This is an optimization exercise on Yosys and OpenROAD, whose aim is small area, a short achievable clock period and few clock cycles, not a production implementation.
The RTL was checked by simulation tests, not by an equivalence proof against the original design.
No activity file was given, so power comes from the tool's default toggle rates.

==> branch maple: inputs <==
Design IMC, start of the top module:
module IMC(
    clk,
    rst_n,
    IN_VALID,
    IN,
    OUT_VALID,
    OUT
    );
==> flow/config.mk <==
export PLATFORM = sky130hd
export DESIGN_NAME = IMC
export DESIGN_NICKNAME = IMC
export VERILOG_FILES = /design/flow/design.v
export SDC_FILE = /design/flow/constraint.sdc
export NUM_CORES = 4
export LEC_CHECK = 0
export CAP_MARGIN = 20
export CORE_MARGIN = 2
export CORE_UTILIZATION = 40
export CTS_CLUSTER_DIAMETER = 200
export CTS_CLUSTER_SIZE = 50
export SLEW_MARGIN = 20
==> flow/constraint.sdc <==
create_clock -name core_clock -period 33.0 [get_ports {clk}]
set_input_delay 6.6000 -clock core_clock [delete_from_list [all_inputs] [get_ports {clk}]]
set_output_delay 6.6000 -clock core_clock [all_outputs]
set_load 0.01 [all_outputs]
standard.sh (not shown) runs the stock make flow with config.mk's settings and CLKGATE_MAP_FILE= SYNTH_SCRIPT=/design/flow/synth_recipe.tcl, a recipe that flattens the netlist after the stock synthesis.
==> flow/flow/run.sh <==
#!/bin/bash
# Layout flow: the standard synthesis, then the combinational logic between
# the (unchanged) flip-flops is mapped again by ABC for area; the rest is the
# standard ORFS layout, with the port buffers made of buf_2 cells.
set -euo pipefail
HERE=$(pwd)
F=$HERE/flow
LIB=$FLOW_HOME/platforms/sky130hd/lib/sky130_fd_sc_hd__tt_025C_1v80.lib
RES=$HERE/orfs/results/sky130hd/IMC/base
YOSYS=$FLOW_HOME/../tools/install/yosys/bin/yosys
[[ -x $YOSYS ]] || YOSYS=yosys

# 1. standard synthesis
bash standard.sh synth > synth.log 2>&1

# 2. re-map the combinational logic
cp $RES/1_2_yosys.v $HERE/standard_netlist.v
{
  echo "read_liberty -ignore_miss_func $LIB"
  echo "blackbox $(tr '\n' ' ' < $F/seq_cells.txt)"
  echo "read_verilog $HERE/standard_netlist.v"
  echo "hierarchy -top $FLOW_TOP"
  echo "flatten"
  echo "hierarchy -top $FLOW_TOP"
  echo "opt -purge"
  echo "abc -liberty $LIB -script $F/area.abc $(sed 's/^/-dont_use /' $F/dont_use.txt | tr '\n' ' ')"
  echo "opt_clean -purge"
  echo "hilomap -singleton -hicell sky130_fd_sc_hd__conb_1 HI -locell sky130_fd_sc_hd__conb_1 LO"
  echo "splitnets"
  echo "opt_clean -purge"
  echo "stat -liberty $LIB"
  echo "write_verilog -noattr -noexpr -nohex -nodec $HERE/resynth.v"
} > $HERE/resynth.ys
$YOSYS -s $HERE/resynth.ys > resynth.log 2>&1
cp $HERE/resynth.v $RES/1_2_yosys.v
rm -f $RES/1_synth.odb $RES/1_synth.sdc
touch $RES/1_2_yosys.v

# 3. the standard layout from the new netlist
bash standard.sh BUFFER_PORTS_ARGS="-buffer_cell sky130_fd_sc_hd__buf_2" finish > layout.log 2>&1
==> flow/flow/area.abc <==
strash
dc2
dch -f
amap
Other scripts of this flow, unchanged in this note and not shown: flow/flow/dont_use.txt, flow/flow/seq_cells.txt
==> inputs of branch onyx, as changes to branch maple <==
==> flow/flow/area.abc (replaced) <==
strash
&get -n
&deepsyn -J 50
&put
dch -f
amap
topo
buffer -c
upsize -D 4500
dnsize -D 4500
Settings changed: CTS_CLUSTER_DIAMETER 200 to unset, CTS_CLUSTER_SIZE 50 to unset.
==> summary of the runs <==
In flip-flop and latch count, branch maple and branch onyx do not differ.
Count of clock-buffer cells in the layout is the same in branch maple and branch onyx.
Against branch maple, the sequential share of layout area of branch onyx is higher by 1.4 points.
Between branch onyx and branch maple, the lower setup slack is in branch maple (gap 200 ps).
Of branch onyx and branch maple, branch maple has the higher design area (gap 6.7%, measured against branch maple).
==> figures <==
| metric | branch maple | branch onyx |
|---|---|---|
| Run status | no timing/DRC/antenna violations | no timing/DRC/antenna violations |
| Count of placed standard cells in the final layout, fillers left out | 941 | 853 |
| Worst Path Class, Setup | reg -> reg | reg -> out |
| Count of routing violations after the opening detailed-route iteration | 511 | 387 |
| Average wire per cell in the routed design | 16.6 µm | 15.7 µm |
| DRT Pass-1 Iters | 9 | 5 |
| Metal-1 WL | 6890 µm | 5500 µm |
| Layout Nets | 807 | 723 |
| Clock-cell share of area | 1.93% | 2.06% |
| Initial cell density of the core | 40.8% | 40.6% |
| Multi-input gates | 645 | 563 |
| Area Growth Syn to Fin | 9.33% | 9.19% |
Testbench counts of branch maple, summed over its fixed seeds: cycles 118,728.
Testbench counts of branch onyx, summed over its fixed seeds: cycles 118,728.

==> inputs of run a <==
Another version of the RTL of IMC (not shown whole).
Settings: LEC_CHECK=0, ABC_AREA=1, CAP_MARGIN=20, CORE_MARGIN=2, CORE_UTILIZATION=40, SLEW_MARGIN=20; clock period 33.0 ns.
run.sh (not shown) runs the stock make flow with config.mk's settings and CLKGATE_MAP_FILE= SYNTH_SCRIPT=/design/flow/synth_recipe.tcl, a recipe that flattens the netlist after the stock synthesis.
Stock flow here: none of the scripts above is used.
==> run b: changes against run a <==
==> flow/flow/run.sh (new file) <==
#!/bin/bash
# Layout flow: the standard synthesis, then the combinational logic between
# the (unchanged) flip-flops is mapped again by ABC for area; the rest is the
# standard ORFS layout, with the port buffers made of buf_2 cells.
set -euo pipefail
HERE=$(pwd)
F=$HERE/flow
LIB=$FLOW_HOME/platforms/sky130hd/lib/sky130_fd_sc_hd__tt_025C_1v80.lib
RES=$HERE/orfs/results/sky130hd/IMC/base
YOSYS=$FLOW_HOME/../tools/install/yosys/bin/yosys
[[ -x $YOSYS ]] || YOSYS=yosys

# 1. standard synthesis
bash standard.sh synth > synth.log 2>&1

# 2. re-map the combinational logic
cp $RES/1_2_yosys.v $HERE/standard_netlist.v
{
  echo "read_liberty -ignore_miss_func $LIB"
  echo "blackbox $(tr '\n' ' ' < $F/seq_cells.txt)"
  echo "read_verilog $HERE/standard_netlist.v"
  echo "hierarchy -top $FLOW_TOP"
  echo "flatten"
  echo "hierarchy -top $FLOW_TOP"
  echo "opt -purge"
  echo "abc -liberty $LIB -script $F/area.abc $(sed 's/^/-dont_use /' $F/dont_use.txt | tr '\n' ' ')"
  echo "opt_clean -purge"
  echo "hilomap -singleton -hicell sky130_fd_sc_hd__conb_1 HI -locell sky130_fd_sc_hd__conb_1 LO"
  echo "splitnets"
  echo "opt_clean -purge"
  echo "stat -liberty $LIB"
  echo "write_verilog -noattr -noexpr -nohex -nodec $HERE/resynth.v"
} > $HERE/resynth.ys
$YOSYS -s $HERE/resynth.ys > resynth.log 2>&1
cp $HERE/resynth.v $RES/1_2_yosys.v
rm -f $RES/1_synth.odb $RES/1_synth.sdc
touch $RES/1_2_yosys.v

# 3. the standard layout from the new netlist
bash standard.sh BUFFER_PORTS_ARGS="-buffer_cell sky130_fd_sc_hd__buf_2" finish > layout.log 2>&1
==> flow/flow/area.abc (new file) <==
strash
dc2
dch -f
amap
==> flow/flow/dont_use.txt (new file) <==
sky130_fd_sc_hd__lpflow_bleeder_1
sky130_fd_sc_hd__lpflow_clkbufkapwr_1
sky130_fd_sc_hd__lpflow_clkbufkapwr_16
sky130_fd_sc_hd__lpflow_clkbufkapwr_2
sky130_fd_sc_hd__lpflow_clkbufkapwr_4
sky130_fd_sc_hd__lpflow_clkbufkapwr_8
sky130_fd_sc_hd__lpflow_clkinvkapwr_1
sky130_fd_sc_hd__lpflow_clkinvkapwr_16
sky130_fd_sc_hd__lpflow_clkinvkapwr_2
sky130_fd_sc_hd__lpflow_clkinvkapwr_4
sky130_fd_sc_hd__lpflow_clkinvkapwr_8
sky130_fd_sc_hd__lpflow_decapkapwr_12
sky130_fd_sc_hd__lpflow_decapkapwr_3
sky130_fd_sc_hd__lpflow_decapkapwr_4
sky130_fd_sc_hd__lpflow_decapkapwr_6
sky130_fd_sc_hd__lpflow_decapkapwr_8
sky130_fd_sc_hd__lpflow_inputiso0n_1
sky130_fd_sc_hd__lpflow_inputiso0p_1
sky130_fd_sc_hd__lpflow_inputiso1n_1
sky130_fd_sc_hd__lpflow_inputiso1p_1
sky130_fd_sc_hd__lpflow_inputisolatch_1
sky130_fd_sc_hd__lpflow_isobufsrc_1
sky130_fd_sc_hd__lpflow_isobufsrc_16
sky130_fd_sc_hd__lpflow_isobufsrc_2
sky130_fd_sc_hd__lpflow_isobufsrc_4
sky130_fd_sc_hd__lpflow_isobufsrc_8
sky130_fd_sc_hd__lpflow_isobufsrckapwr_16
sky130_fd_sc_hd__lpflow_lsbuf_lh_hl_isowell_tap_1
sky130_fd_sc_hd__lpflow_lsbuf_lh_hl_isowell_tap_2
sky130_fd_sc_hd__lpflow_lsbuf_lh_hl_isowell_tap_4
sky130_fd_sc_hd__lpflow_lsbuf_lh_isowell_4
sky130_fd_sc_hd__lpflow_lsbuf_lh_isowell_tap_1
sky130_fd_sc_hd__lpflow_lsbuf_lh_isowell_tap_2
sky130_fd_sc_hd__lpflow_lsbuf_lh_isowell_tap_4
sky130_fd_sc_hd__probe_p_8
sky130_fd_sc_hd__probec_p_8
==> flow/flow/seq_cells.txt (new file) <==
sky130_fd_sc_hd__dfbbn_1
sky130_fd_sc_hd__dfbbn_2
sky130_fd_sc_hd__dfbbp_1
sky130_fd_sc_hd__dfrbp_1
sky130_fd_sc_hd__dfrbp_2
sky130_fd_sc_hd__dfrtn_1
sky130_fd_sc_hd__dfrtp_1
sky130_fd_sc_hd__dfrtp_2
sky130_fd_sc_hd__dfrtp_4
sky130_fd_sc_hd__dfsbp_1
sky130_fd_sc_hd__dfsbp_2
sky130_fd_sc_hd__dfstp_1
sky130_fd_sc_hd__dfstp_2
sky130_fd_sc_hd__dfstp_4
sky130_fd_sc_hd__dfxbp_1
sky130_fd_sc_hd__dfxbp_2
sky130_fd_sc_hd__dfxtp_1
sky130_fd_sc_hd__dfxtp_2
sky130_fd_sc_hd__dfxtp_4
sky130_fd_sc_hd__dlclkp_1
sky130_fd_sc_hd__dlclkp_2
sky130_fd_sc_hd__dlclkp_4
sky130_fd_sc_hd__dlrbn_1
sky130_fd_sc_hd__dlrbn_2
sky130_fd_sc_hd__dlrbp_1
sky130_fd_sc_hd__dlrbp_2
sky130_fd_sc_hd__dlrtn_1
sky130_fd_sc_hd__dlrtn_2
sky130_fd_sc_hd__dlrtn_4
sky130_fd_sc_hd__dlrtp_1
sky130_fd_sc_hd__dlrtp_2
sky130_fd_sc_hd__dlrtp_4
sky130_fd_sc_hd__dlxbn_1
sky130_fd_sc_hd__dlxbn_2
sky130_fd_sc_hd__dlxbp_1
sky130_fd_sc_hd__dlxtn_1
sky130_fd_sc_hd__dlxtn_2
sky130_fd_sc_hd__dlxtn_4
sky130_fd_sc_hd__dlxtp_1
sky130_fd_sc_hd__edfxbp_1
sky130_fd_sc_hd__edfxtp_1
sky130_fd_sc_hd__lpflow_inputisolatch_1
sky130_fd_sc_hd__sdfbbn_1
sky130_fd_sc_hd__sdfbbn_2
sky130_fd_sc_hd__sdfbbp_1
sky130_fd_sc_hd__sdfrbp_1
sky130_fd_sc_hd__sdfrbp_2
sky130_fd_sc_hd__sdfrtn_1
sky130_fd_sc_hd__sdfrtp_1
sky130_fd_sc_hd__sdfrtp_2
sky130_fd_sc_hd__sdfrtp_4
sky130_fd_sc_hd__sdfsbp_1
sky130_fd_sc_hd__sdfsbp_2
sky130_fd_sc_hd__sdfstp_1
sky130_fd_sc_hd__sdfstp_2
sky130_fd_sc_hd__sdfstp_4
sky130_fd_sc_hd__sdfxbp_1
sky130_fd_sc_hd__sdfxbp_2
sky130_fd_sc_hd__sdfxtp_1
sky130_fd_sc_hd__sdfxtp_2
sky130_fd_sc_hd__sdfxtp_4
sky130_fd_sc_hd__sdlclkp_1
sky130_fd_sc_hd__sdlclkp_2
sky130_fd_sc_hd__sdlclkp_4
sky130_fd_sc_hd__sedfxbp_1
sky130_fd_sc_hd__sedfxbp_2
sky130_fd_sc_hd__sedfxtp_1
sky130_fd_sc_hd__sedfxtp_2
sky130_fd_sc_hd__sedfxtp_4
==> flow/standard.sh (new file) <==
#!/bin/bash
# synth_recipe.tcl (not shown) runs the flow's synth.tcl, then flattens the netlist and writes it again
# the make line also repeats each setting of config.mk as NAME=value (left out here)
make -C /OpenROAD-flow-scripts/flow DESIGN_CONFIG=/design/flow/config.mk WORK_HOME=/design/flow/orfs CLKGATE_MAP_FILE= SYNTH_SCRIPT=/design/flow/synth_recipe.tcl "${@:-finish}"
- ABC_AREA: 1 -> unset
removed: flow/run.sh
==> comparison table <==
|  | run a | run b |
|---|---|---|
| Run status | finished clean | finished clean |
| Total power draw | 411.8 uW | 604.8 uW |
| Standard cell with the maximum stage delay on the critical path | sky130_fd_sc_hd__clkdlybuf4s50_1 | sky130_fd_sc_hd__dfxtp_1 |
| Pwr per Cell Area | 70.48 nW/um^2 | 115.6 nW/um^2 |
| Maximum number of pins on one net before global-route repair | 32 | 36 |
| Syn Std Cell Area | 5343 um^2 | 4711 um^2 |
| Share of the core filled with cells in the final layout | 44.48% | 45.64% |
| Fraction of area in multi-input gates | 65.08% | 65.86% |
| Final design instance area without fill | 5843 um^2 | 5234 um^2 |
| Detailed route wirelength on metal2 | 6.274 mm | 6.435 mm |
| Met3 Routed Length | 994 um | 1.338 mm |
| Die Width | 119.6 um | 112.5 um |
| Count of vias placed by the detailed router | 5,002 | 5,827 |
| Max Clock Freq | 0.1293 GHz | 0.1363 GHz |
| CLK BUF | 6 | 7 |
| Later-pin clock latency in the skew report | 290 ps | 300 ps |
| Layout-stage area growth over the synthesis result | 9.368% | 11.10% |
| Most common cell after layout, fill and taps aside | sky130_fd_sc_hd__nand2_1 | sky130_fd_sc_hd__nor2_1 |
| End point of the most critical hold path | p2[0] | p2[2] |
Testbench counts of run a, summed over its fixed seeds: cycles 118,728.
Testbench counts of run b, summed over its fixed seeds: cycles 118,728.

-- re-timing with driven ports --
The results above use ideal ports. As a check the final layouts listed here were re-extracted and re-timed, cells and wires unchanged. Step 1, drivers: a clkbuf_16 drives clk and a buf_2 each remaining input, both assumed. Step 2 moves the port delays by t, midway between the first and last clock arrival at a register: inputs arrive t later, outputs are due t later. That takes back most of the time a late clock gives input paths. a / b / c = no drivers / after step 1 / after step 2; a / b = the first two.
| run | t (ns) | setup WS [ns] | hold slack, ns | worst setup path after step 2 | clock arrival spread, ns |
|---|---|---|---|---|---|
| branch maple | 0.340 | 25.453 / 25.453 / 25.453 | 0.385 / 0.385 / 0.385 | register to register | 0.006 / 0.006 |
| branch onyx | 0.330 | 25.658 / 25.624 / 25.764 | 0.365 / 0.365 / 0.365 | input to register | 0.014 / 0.014 |
| run a | 0.326 | 25.266 / 25.230 / 25.524 | 0.412 / 0.412 / 0.412 | input to register | 0.004 / 0.004 |
| run b | 0.331 | 25.664 / 25.625 / 25.428 | 0.356 / 0.356 / 0.356 | input to register | 0.011 / 0.012 |
After both steps every run listed still meets setup and hold. For run b, which loses most, drivers alone change the setup slack by -0.039 ns; drivers and shift together by -0.236 ns.
